From an optimization exercise on the open Yosys and OpenROAD flow, aimed at small area and a short achievable clock period; shortcuts taken in it are not production practice. RTL that was checked went through simulation tests only; none was proved equivalent to the original. The flow treats the clock pin as an ideal source. Dropping or thinning the clock tree relies on that and would not hold on a real chip. Power is estimated from default activity; no workload was simulated.

==> flow/design.v <==
module cmpshift(clk,a,b,ge_m,lt_x,ex,mx,my,sg,sx);
input clk;
input [31:0] a,b;
input ge_m,lt_x;
output reg [7:0] ex;
output reg [22:0] mx;
output reg [23:0] my;
output reg sg,sx;
wire [7:0] e1 = a[30:23];
wire [7:0] e2 = b[30:23];
wire [7:0] emax = lt_x ? e2 : e1;
wire [7:0] emin = lt_x ? e1 : e2;
wire [7:0] diff = emax - emin;
wire [23:0] ms = ge_m ? {1'b1,b[22:0]} : {1'b1,a[22:0]};
wire big = (|diff[7:5]) | (diff[4] & diff[3]);
wire [23:0] sh = ms >> diff[4:0];
always @(posedge clk) begin
  ex <= emax + 8'h81;
  mx <= lt_x ? b[22:0] : a[22:0];
  my <= big ? 24'd0 : sh;
  sg <= lt_x ? b[31] : a[31];
  sx <= a[31] ^ b[31];
end
endmodule
module faddsub(clk,ex,mx,my,sg,sx,t,ex_o,sg_o);
input clk;
input [7:0] ex;
input [22:0] mx;
input [23:0] my;
input sg,sx;
output reg [23:0] t;
output reg [7:0] ex_o;
output reg sg_o;
wire [24:0] sum = {2'b01,mx} + {1'b0,my};
wire neg = sum[24] & sx;
reg [24:0] low;
integer i;
always @* begin
  low[0] = 1'b0;
  for (i = 1; i < 25; i = i + 1)
    low[i] = low[i-1] | sum[i-1];
end
wire [24:0] m = sum ^ ({25{neg}} & low);
always @(posedge clk) begin
  t <= m[24:1];
  ex_o <= ex;
  sg_o <= sg ^ neg;
end
endmodule
module buffer2(clk,t,ex,sg,q);
input clk;
input [23:0] t;
input [7:0] ex;
input sg;
output reg [31:0] q;
wire [7:0] h = t[23:16];
wire [2:0] lz;
assign lz[2] = ~|h[7:4];
assign lz[1] = lz[2] ? ~|h[3:2] : ~|h[7:6];
assign lz[0] = lz[2] ? (lz[1] ? ~h[1] : ~h[3]) : (lz[1] ? ~h[5] : ~h[7]);
wire [23:0] tn = t << lz;
always @(posedge clk)
  q <= {sg, ex - {5'd0,lz}, tn[22:0]};
endmodule
module normalized(clk,t,ex,sg,t_o,ex_o,sg_o);
input clk;
input [23:0] t;
input [7:0] ex;
input sg;
output reg [23:0] t_o;
output reg [7:0] ex_o;
output reg sg_o;
wire z16 = ~|t[23:8];
wire [23:0] t1 = z16 ? {t[7:0],16'd0} : t;
wire z8 = ~|t1[23:16];
wire [23:0] t2 = z8 ? {t1[15:0],8'd0} : t1;
always @(posedge clk) begin
  t_o <= t2;
  ex_o <= {ex[7:3] - {3'd0,z16,z8}, ex[2:0]};
  sg_o <= sg;
end
endmodule
module fpadd(a,b,clk,out);
input [31:0] a,b;
input clk;
output [31:0] out;
reg [31:0] ra, rb;
reg ge_m, lt_x;
always @(posedge clk) begin
  ra <= a;
  rb <= b;
  ge_m <= a[30:23] >= b[30:23];
  lt_x <= a[30:23] < b[30:23];
end
wire [7:0] ex2;
wire [22:0] mx2;
wire [23:0] my2;
wire sg2, sx2;
cmpshift u_cmp(.clk(clk), .a(ra), .b(rb), .ge_m(ge_m), .lt_x(lt_x), .ex(ex2), .mx(mx2), .my(my2), .sg(sg2), .sx(sx2));
wire [23:0] t3;
wire [7:0] ex3;
wire sg3;
faddsub u_add(.clk(clk), .ex(ex2), .mx(mx2), .my(my2), .sg(sg2), .sx(sx2), .t(t3), .ex_o(ex3), .sg_o(sg3));
wire [23:0] t4;
wire [7:0] ex4;
wire sg4;
normalized u_norm(.clk(clk), .t(t3), .ex(ex3), .sg(sg3), .t_o(t4), .ex_o(ex4), .sg_o(sg4));
buffer2 u_out(.clk(clk), .t(t4), .ex(ex4), .sg(sg4), .q(out));
endmodule
clock: 13.0 ns
lec_check: 0
abc_area: 1
cap_margin: 20
core_margin: 2
core_utilization: 60
place_density: 0.7
slew_margin: 20
standard.sh (not shown) runs the stock make flow with config.mk's settings and CLKGATE_MAP_FILE= SYNTH_SCRIPT=/design/flow/synth_recipe.tcl, a recipe that flattens the netlist after the stock synthesis.
==> flow/flow/run.sh <==
#!/bin/bash
# Standard ORFS layout with three changes: plain buffers (not delay cells)
# on the ports (flow/place_hook.tcl); a two-level inverter clock tree in
# place of TritonCTS (flow/cts_hook.tcl); and timing repair asked to leave
# more setup slack than the clock needs, so that it buffers and sizes the
# slowest paths.
set -euo pipefail
here=$(pwd)
export PRE_GLOBAL_PLACE_TCL=$here/flow/place_hook.tcl
export SETUP_SLACK_MARGIN=9.6
export PRE_CTS_TCL=$here/flow/cts_hook.tcl
export MANTREE_LEAVES=10
bash standard.sh > standard.log 2>&1
Other scripts of this flow, unchanged in this note and not shown: flow/flow/cts_hook.tcl, flow/flow/mantree.tcl, flow/flow/place_hook.tcl
The first run finished with timing, DRC and antenna clean.
Then changed:
--- a/flow/design.v
+++ b/flow/design.v
@@ -9,17 +9,25 @@
 wire [7:0] e1 = a[30:23];
 wire [7:0] e2 = b[30:23];
 wire [7:0] emax = lt_x ? e2 : e1;
 wire [7:0] emin = lt_x ? e1 : e2;
 wire [7:0] diff = emax - emin;
+wire [2:0] d12 = e1[2:0] - e2[2:0];
+wire [2:0] dl = lt_x ? 3'd0 - d12 : d12;
 wire [23:0] ms = ge_m ? {1'b1,b[22:0]} : {1'b1,a[22:0]};
 wire big = (|diff[7:5]) | (diff[4] & diff[3]);
-wire [23:0] sh = ms >> diff[4:0];
+wire [23:0] s1 = dl[0] ? {1'd0, ms[23:1]} : ms;
+wire [23:0] s2 = dl[1] ? {2'd0, s1[23:2]} : s1;
+wire [23:0] s4 = dl[2] ? {4'd0, s2[23:4]} : s2;
+wire k0 = ~big & ~diff[4] & ~diff[3];
+wire k8 = ~big & diff[3];
+wire k16 = ~big & diff[4];
+wire [23:0] sh = ({24{k0}} & s4) | ({24{k8}} & {8'd0, s4[23:8]}) | ({24{k16}} & {16'd0, s4[23:16]});
 always @(posedge clk) begin
   ex <= emax + 8'h81;
   mx <= lt_x ? b[22:0] : a[22:0];
-  my <= big ? 24'd0 : sh;
+  my <= sh;
   sg <= lt_x ? b[31] : a[31];
   sx <= a[31] ^ b[31];
 end
 endmodule
 module faddsub(clk,ex,mx,my,sg,sx,t,ex_o,sg_o);
@@ -56,43 +64,53 @@
 wire [7:0] h = t[23:16];
 wire [2:0] lz;
 assign lz[2] = ~|h[7:4];
 assign lz[1] = lz[2] ? ~|h[3:2] : ~|h[7:6];
 assign lz[0] = lz[2] ? (lz[1] ? ~h[1] : ~h[3]) : (lz[1] ? ~h[5] : ~h[7]);
-wire [23:0] tn = t << lz;
+wire [22:0] t4 = lz[2] ? {t[18:0],4'd0} : t[22:0];
+wire [22:0] t6 = lz[1] ? {t4[20:0],2'd0} : t4;
+wire [22:0] t7 = lz[0] ? {t6[21:0],1'd0} : t6;
 always @(posedge clk)
-  q <= {sg, ex - {5'd0,lz}, tn[22:0]};
+  q <= {sg, ex - {5'd0,lz}, t7};
 endmodule
 module normalized(clk,t,ex,sg,t_o,ex_o,sg_o);
 input clk;
 input [23:0] t;
 input [7:0] ex;
 input sg;
 output reg [23:0] t_o;
 output reg [7:0] ex_o;
 output reg sg_o;
-wire z16 = ~|t[23:8];
-wire [23:0] t1 = z16 ? {t[7:0],16'd0} : t;
-wire z8 = ~|t1[23:16];
-wire [23:0] t2 = z8 ? {t1[15:0],8'd0} : t1;
+wire k16 = ~|t[23:8];
+wire k0 = |t[23:16];
+wire k8 = ~k0 & ~k16;
+wire [23:0] t2 = ({24{k0}} & t) | ({24{k8}} & {t[15:0],8'd0}) | ({24{k16}} & {t[7:0],16'd0});
 always @(posedge clk) begin
   t_o <= t2;
-  ex_o <= {ex[7:3] - {3'd0,z16,z8}, ex[2:0]};
+  ex_o <= {ex[7:3] - {3'd0,k16,k8}, ex[2:0]};
   sg_o <= sg;
 end
 endmodule
 module fpadd(a,b,clk,out);
 input [31:0] a,b;
 input clk;
 output [31:0] out;
+wire [7:0] ea = a[30:23];
+wire [7:0] eb = b[30:23];
+wire [7:0] l = ~ea & eb;
+wire [7:0] e = ~(ea ^ eb);
+wire l_hi = l[7] | (e[7] & l[6]) | (e[7] & e[6] & l[5]) | (e[7] & e[6] & e[5] & l[4]);
+wire l_lo = l[3] | (e[3] & l[2]) | (e[3] & e[2] & l[1]) | (e[3] & e[2] & e[1] & l[0]);
+wire e_hi = &e[7:4];
+wire lt = l_hi | (e_hi & l_lo);
 reg [31:0] ra, rb;
 reg ge_m, lt_x;
 always @(posedge clk) begin
   ra <= a;
   rb <= b;
-  ge_m <= a[30:23] >= b[30:23];
-  lt_x <= a[30:23] < b[30:23];
+  ge_m <= ~lt;
+  lt_x <= lt;
 end
 wire [7:0] ex2;
 wire [22:0] mx2;
 wire [23:0] my2;
 wire sg2, sx2;
What happened:
- via count went down by 0.66%
- combinational power went down by 7.6%
- wire length went down by 2.8%
- total power went down by 2.5%
- cell count went up by 0.66%
- synthesized cell count went down by 0.97%
- cell area went up by 1.1%
- core utilization went up by 0.98 points
- synthesized area went down by 0.90%
Function not checked in the second run of this note: the RTL went through the layout flow alone. No run of this note takes its clock network from TritonCTS; it comes from the design's own scripts or RTL.

---

// fpadd: RTL as listed in full above, without the edits since
clock: 13.0 ns
lec_check: 0
abc_area: 1
cap_margin: 20
core_margin: 2
core_utilization: 60
place_density: 0.7
slew_margin: 20
==> flow/flow/run.sh <==
#!/bin/bash
# Standard ORFS layout with three changes: plain buffers (not delay cells)
# on the ports (flow/place_hook.tcl); a two-level inverter clock tree in
# place of TritonCTS (flow/cts_hook.tcl); and timing repair asked to leave
# more setup slack than the clock needs, so that it buffers and sizes the
# slowest paths.
set -euo pipefail
here=$(pwd)
export PRE_GLOBAL_PLACE_TCL=$here/flow/place_hook.tcl
export SETUP_SLACK_MARGIN=9.65
export PRE_CTS_TCL=$here/flow/cts_hook.tcl
export MANTREE_LEAVES=10
bash standard.sh > standard.log 2>&1
Other scripts of this flow, unchanged in this note and not shown: flow/flow/cts_hook.tcl, flow/flow/mantree.tcl, flow/flow/place_hook.tcl
Change:
--- a/flow/design.v
+++ b/flow/design.v
@@ -12,13 +12,19 @@
 wire [7:0] emin = lt_x ? e1 : e2;
 wire [7:0] diff = emax - emin;
 wire [23:0] ms = ge_m ? {1'b1,b[22:0]} : {1'b1,a[22:0]};
 wire big = (|diff[7:5]) | (diff[4] & diff[3]);
-wire [23:0] sh = ms >> diff[4:0];
+wire [23:0] s1 = diff[0] ? {1'd0, ms[23:1]} : ms;
+wire [23:0] s2 = diff[1] ? {2'd0, s1[23:2]} : s1;
+wire [23:0] s4 = diff[2] ? {4'd0, s2[23:4]} : s2;
+wire k0 = ~big & ~diff[4] & ~diff[3];
+wire k8 = ~big & diff[3];
+wire k16 = ~big & diff[4];
+wire [23:0] sh = ({24{k0}} & s4) | ({24{k8}} & {8'd0, s4[23:8]}) | ({24{k16}} & {16'd0, s4[23:16]});
 always @(posedge clk) begin
   ex <= emax + 8'h81;
   mx <= lt_x ? b[22:0] : a[22:0];
-  my <= big ? 24'd0 : sh;
+  my <= sh;
   sg <= lt_x ? b[31] : a[31];
   sx <= a[31] ^ b[31];
 end
 endmodule
@@ -57,11 +63,13 @@
 wire [2:0] lz;
 assign lz[2] = ~|h[7:4];
 assign lz[1] = lz[2] ? ~|h[3:2] : ~|h[7:6];
 assign lz[0] = lz[2] ? (lz[1] ? ~h[1] : ~h[3]) : (lz[1] ? ~h[5] : ~h[7]);
-wire [23:0] tn = t << lz;
+wire [22:0] t4 = lz[2] ? {t[18:0],4'd0} : t[22:0];
+wire [22:0] t6 = lz[1] ? {t4[20:0],2'd0} : t4;
+wire [22:0] t7 = lz[0] ? {t6[21:0],1'd0} : t6;
 always @(posedge clk)
-  q <= {sg, ex - {5'd0,lz}, tn[22:0]};
+  q <= {sg, ex - {5'd0,lz}, t7};
 endmodule
 module normalized(clk,t,ex,sg,t_o,ex_o,sg_o);
 input clk;
 input [23:0] t;
@@ -69,15 +77,15 @@
 input sg;
 output reg [23:0] t_o;
 output reg [7:0] ex_o;
 output reg sg_o;
-wire z16 = ~|t[23:8];
-wire [23:0] t1 = z16 ? {t[7:0],16'd0} : t;
-wire z8 = ~|t1[23:16];
-wire [23:0] t2 = z8 ? {t1[15:0],8'd0} : t1;
+wire k16 = ~|t[23:8];
+wire k0 = |t[23:16];
+wire k8 = ~k0 & ~k16;
+wire [23:0] t2 = ({24{k0}} & t) | ({24{k8}} & {t[15:0],8'd0}) | ({24{k16}} & {t[7:0],16'd0});
 always @(posedge clk) begin
   t_o <= t2;
-  ex_o <= {ex[7:3] - {3'd0,z16,z8}, ex[2:0]};
+  ex_o <= {ex[7:3] - {3'd0,k16,k8}, ex[2:0]};
   sg_o <= sg;
 end
 endmodule
 module fpadd(a,b,clk,out);
What happened: Total power rose by about 1.3%. Sequential cell count is unchanged. Die area fell by 1.0%. Utilization rose by 1.4 points. Via count rose by about 1.3%. Routed wire length is about the same. Worst setup slack is about the same. Cell count rose by 1.3%. Critical path depth is unchanged. Clock power stays flat. Global-route usage rose by 0.92 points. Design area rose by about 1.3%.
The RTL of the second run of this note was laid out without a check of its function. In every run of this note, the design's own scripts or RTL, not TritonCTS, make the clock network.

---

fpadd, a different RTL version from the one above (not shown whole).
Size: about 220 flip-flops, about 9800 um2 of cells after synthesis.
==> module cmpshift, before the edit <==
module cmpshift(clk,a,b,lt,ex,mx,my,sg,sx);
input clk;
input [31:0] a,b;
input lt;
output reg [7:0] ex;
output reg [22:0] mx;
output reg [23:0] my;
output reg sg,sx;
wire [7:0] e1 = a[30:23];
wire [7:0] e2 = b[30:23];
wire [7:0] emax = lt ? e2 : e1;
wire [7:0] emin = lt ? e1 : e2;
wire [7:0] diff = emax - emin;
wire [2:0] d12 = e1[2:0] - e2[2:0];
wire [2:0] dl = lt ? 3'd0 - d12 : d12;
wire [23:0] ms = lt ? {1'b1,a[22:0]} : {1'b1,b[22:0]};
wire big = (|diff[7:5]) | (diff[4] & diff[3]);
wire [23:0] s1 = dl[0] ? {1'd0, ms[23:1]} : ms;
wire [23:0] s2 = dl[1] ? {2'd0, s1[23:2]} : s1;
wire [23:0] s4 = dl[2] ? {4'd0, s2[23:4]} : s2;
wire k0 = ~big & ~diff[4] & ~diff[3];
wire k8 = ~big & diff[3];
wire k16 = ~big & diff[4];
wire [23:0] sh = ({24{k0}} & s4) | ({24{k8}} & {8'd0, s4[23:8]}) | ({24{k16}} & {16'd0, s4[23:16]});
always @(posedge clk) begin
  ex <= emax + 8'h81;
  mx <= lt ? b[22:0] : a[22:0];
  my <= sh;
  sg <= lt ? b[31] : a[31];
  sx <= a[31] ^ b[31];
end
endmodule
==> module fpadd, before the edit <==
module fpadd(a,b,clk,out);
input [31:0] a,b;
input clk;
output [31:0] out;
reg [31:0] ra, rb;
reg lt;
always @(posedge clk) begin
  ra <= a;
  rb <= b;
  lt <= a[30:23] < b[30:23];
end
wire [7:0] ex2;
wire [22:0] mx2;
wire [23:0] my2;
wire sg2, sx2;
cmpshift u_cmp(.clk(clk), .a(ra), .b(rb), .lt(lt), .ex(ex2), .mx(mx2), .my(my2), .sg(sg2), .sx(sx2));
wire [23:0] t3;
wire [7:0] ex3;
wire sg3;
faddsub u_add(.clk(clk), .ex(ex2), .mx(mx2), .my(my2), .sg(sg2), .sx(sx2), .t(t3), .ex_o(ex3), .sg_o(sg3));
wire [23:0] t4;
wire [7:0] ex4;
wire sg4;
normalized u_norm(.clk(clk), .t(t3), .ex(ex3), .sg(sg3), .t_o(t4), .ex_o(ex4), .sg_o(sg4));
buffer2 u_out(.clk(clk), .t(t4), .ex(ex4), .sg(sg4), .q(out));
endmodule
Settings: LEC_CHECK=0, ABC_AREA=1, CAP_MARGIN=20, CORE_MARGIN=2, CORE_UTILIZATION=60, PLACE_DENSITY=0.7, SLEW_MARGIN=20; clock period 13.0 ns.
==> flow/flow/run.sh <==
#!/bin/bash
# Standard ORFS layout with three changes: plain buffers (not delay cells)
# on the ports (flow/place_hook.tcl); a two-level inverter clock tree in
# place of TritonCTS (flow/cts_hook.tcl); and timing repair asked to leave
# more setup slack than the clock needs, so that it buffers and sizes the
# slowest paths.
set -euo pipefail
here=$(pwd)
export PRE_GLOBAL_PLACE_TCL=$here/flow/place_hook.tcl
export SETUP_SLACK_MARGIN=9.6
export PRE_CTS_TCL=$here/flow/cts_hook.tcl
export MANTREE_LEAVES=10
bash standard.sh > standard.log 2>&1
Other scripts of this flow, unchanged in this note and not shown: flow/flow/cts_hook.tcl, flow/flow/mantree.tcl, flow/flow/place_hook.tcl
Edit:
--- a/flow/design.v
+++ b/flow/design.v
@@ -1,35 +1,33 @@
-module cmpshift(clk,a,b,lt,ex,mx,my,sg,sx);
+module cmpshift(clk,a,b,ge_m,lt_x,ex,mx,my,sg,sx);
 input clk;
 input [31:0] a,b;
-input lt;
+input ge_m,lt_x;
 output reg [7:0] ex;
 output reg [22:0] mx;
 output reg [23:0] my;
 output reg sg,sx;
 wire [7:0] e1 = a[30:23];
 wire [7:0] e2 = b[30:23];
-wire [7:0] emax = lt ? e2 : e1;
-wire [7:0] emin = lt ? e1 : e2;
+wire [7:0] emax = lt_x ? e2 : e1;
+wire [7:0] emin = lt_x ? e1 : e2;
 wire [7:0] diff = emax - emin;
-wire [2:0] d12 = e1[2:0] - e2[2:0];
-wire [2:0] dl = lt ? 3'd0 - d12 : d12;
-wire [23:0] ms = lt ? {1'b1,a[22:0]} : {1'b1,b[22:0]};
+wire [23:0] ms = ge_m ? {1'b1,b[22:0]} : {1'b1,a[22:0]};
 wire big = (|diff[7:5]) | (diff[4] & diff[3]);
-wire [23:0] s1 = dl[0] ? {1'd0, ms[23:1]} : ms;
-wire [23:0] s2 = dl[1] ? {2'd0, s1[23:2]} : s1;
-wire [23:0] s4 = dl[2] ? {4'd0, s2[23:4]} : s2;
+wire [23:0] s1 = diff[0] ? {1'd0, ms[23:1]} : ms;
+wire [23:0] s2 = diff[1] ? {2'd0, s1[23:2]} : s1;
+wire [23:0] s4 = diff[2] ? {4'd0, s2[23:4]} : s2;
 wire k0 = ~big & ~diff[4] & ~diff[3];
 wire k8 = ~big & diff[3];
 wire k16 = ~big & diff[4];
 wire [23:0] sh = ({24{k0}} & s4) | ({24{k8}} & {8'd0, s4[23:8]}) | ({24{k16}} & {16'd0, s4[23:16]});
 always @(posedge clk) begin
   ex <= emax + 8'h81;
-  mx <= lt ? b[22:0] : a[22:0];
+  mx <= lt_x ? b[22:0] : a[22:0];
   my <= sh;
-  sg <= lt ? b[31] : a[31];
+  sg <= lt_x ? b[31] : a[31];
   sx <= a[31] ^ b[31];
 end
 endmodule
 module faddsub(clk,ex,mx,my,sg,sx,t,ex_o,sg_o);
 input clk;
 input [7:0] ex;
@@ -92,23 +90,24 @@
 endmodule
 module fpadd(a,b,clk,out);
 input [31:0] a,b;
 input clk;
 output [31:0] out;
 reg [31:0] ra, rb;
-reg lt;
+reg ge_m, lt_x;
 always @(posedge clk) begin
   ra <= a;
   rb <= b;
-  lt <= a[30:23] < b[30:23];
+  ge_m <= a[30:23] >= b[30:23];
+  lt_x <= a[30:23] < b[30:23];
 end
 wire [7:0] ex2;
 wire [22:0] mx2;
 wire [23:0] my2;
 wire sg2, sx2;
-cmpshift u_cmp(.clk(clk), .a(ra), .b(rb), .lt(lt), .ex(ex2), .mx(mx2), .my(my2), .sg(sg2), .sx(sx2));
+cmpshift u_cmp(.clk(clk), .a(ra), .b(rb), .ge_m(ge_m), .lt_x(lt_x), .ex(ex2), .mx(mx2), .my(my2), .sg(sg2), .sx(sx2));
 wire [23:0] t3;
 wire [7:0] ex3;
 wire sg3;
 faddsub u_add(.clk(clk), .ex(ex2), .mx(mx2), .my(my2), .sg(sg2), .sx(sx2), .t(t3), .ex_o(ex3), .sg_o(sg3));
 wire [23:0] t4;
 wire [7:0] ex4;
Result:
- clock skew barely changes
- via count goes up by 1.7%
- fmax goes up by 9.2%
- worst setup slack gets better by 0.31 ns
- sequential power goes up by 2.9%
No run of this note included a check of the RTL's function; only the layout flow was run. In every run of this note, the design's own scripts or RTL, not TritonCTS, make the clock network.

[what the ideal ports hide]
No port has a modelled driver above. Below, the same layouts with a new extraction and two added sets of constraints. Step 1, drivers: a clkbuf_16 drives clk and a buf_2 each remaining input, both assumed. Step 2 also shifts input and output timing later by t, the mid clock arrival at the registers, as if the neighbouring blocks saw the same clock. Three values: no drivers, after step 1, after step 2; two values: the first two.
run | shift t [ns] | slack for setup (ns) | clock arrival spread, ns | slew at the worst register clock pin (ns)
the first run of note 1 | 0.347 | 9.661 / 9.584 / 9.395 | 0.026 / 0.026 | 0.10 / 0.10
the second run of note 1 | 0.345 | 9.651 / 9.578 / 9.337 | 0.023 / 0.023 | 0.10 / 0.10
the first run of note 2 | 0.347 | 9.680 / 9.604 / 9.389 | 0.016 / 0.016 | 0.10 / 0.10
the second run of note 2 | 0.342 | 9.678 / 9.601 / 9.399 | 0.032 / 0.032 | 0.10 / 0.10
the first run of note 3 | 0.345 | 9.360 / 9.416 / 9.071 | 0.018 / 0.018 | 0.10 / 0.10
the second run of note 3 | 0.347 | 9.666 / 9.592 / 9.374 | 0.021 / 0.021 | 0.10 / 0.10
After both steps every run listed still meets setup and hold. The setup slack of the second run of note 1, which loses most, moves by -0.073 ns with the drivers and by -0.314 ns with both steps.
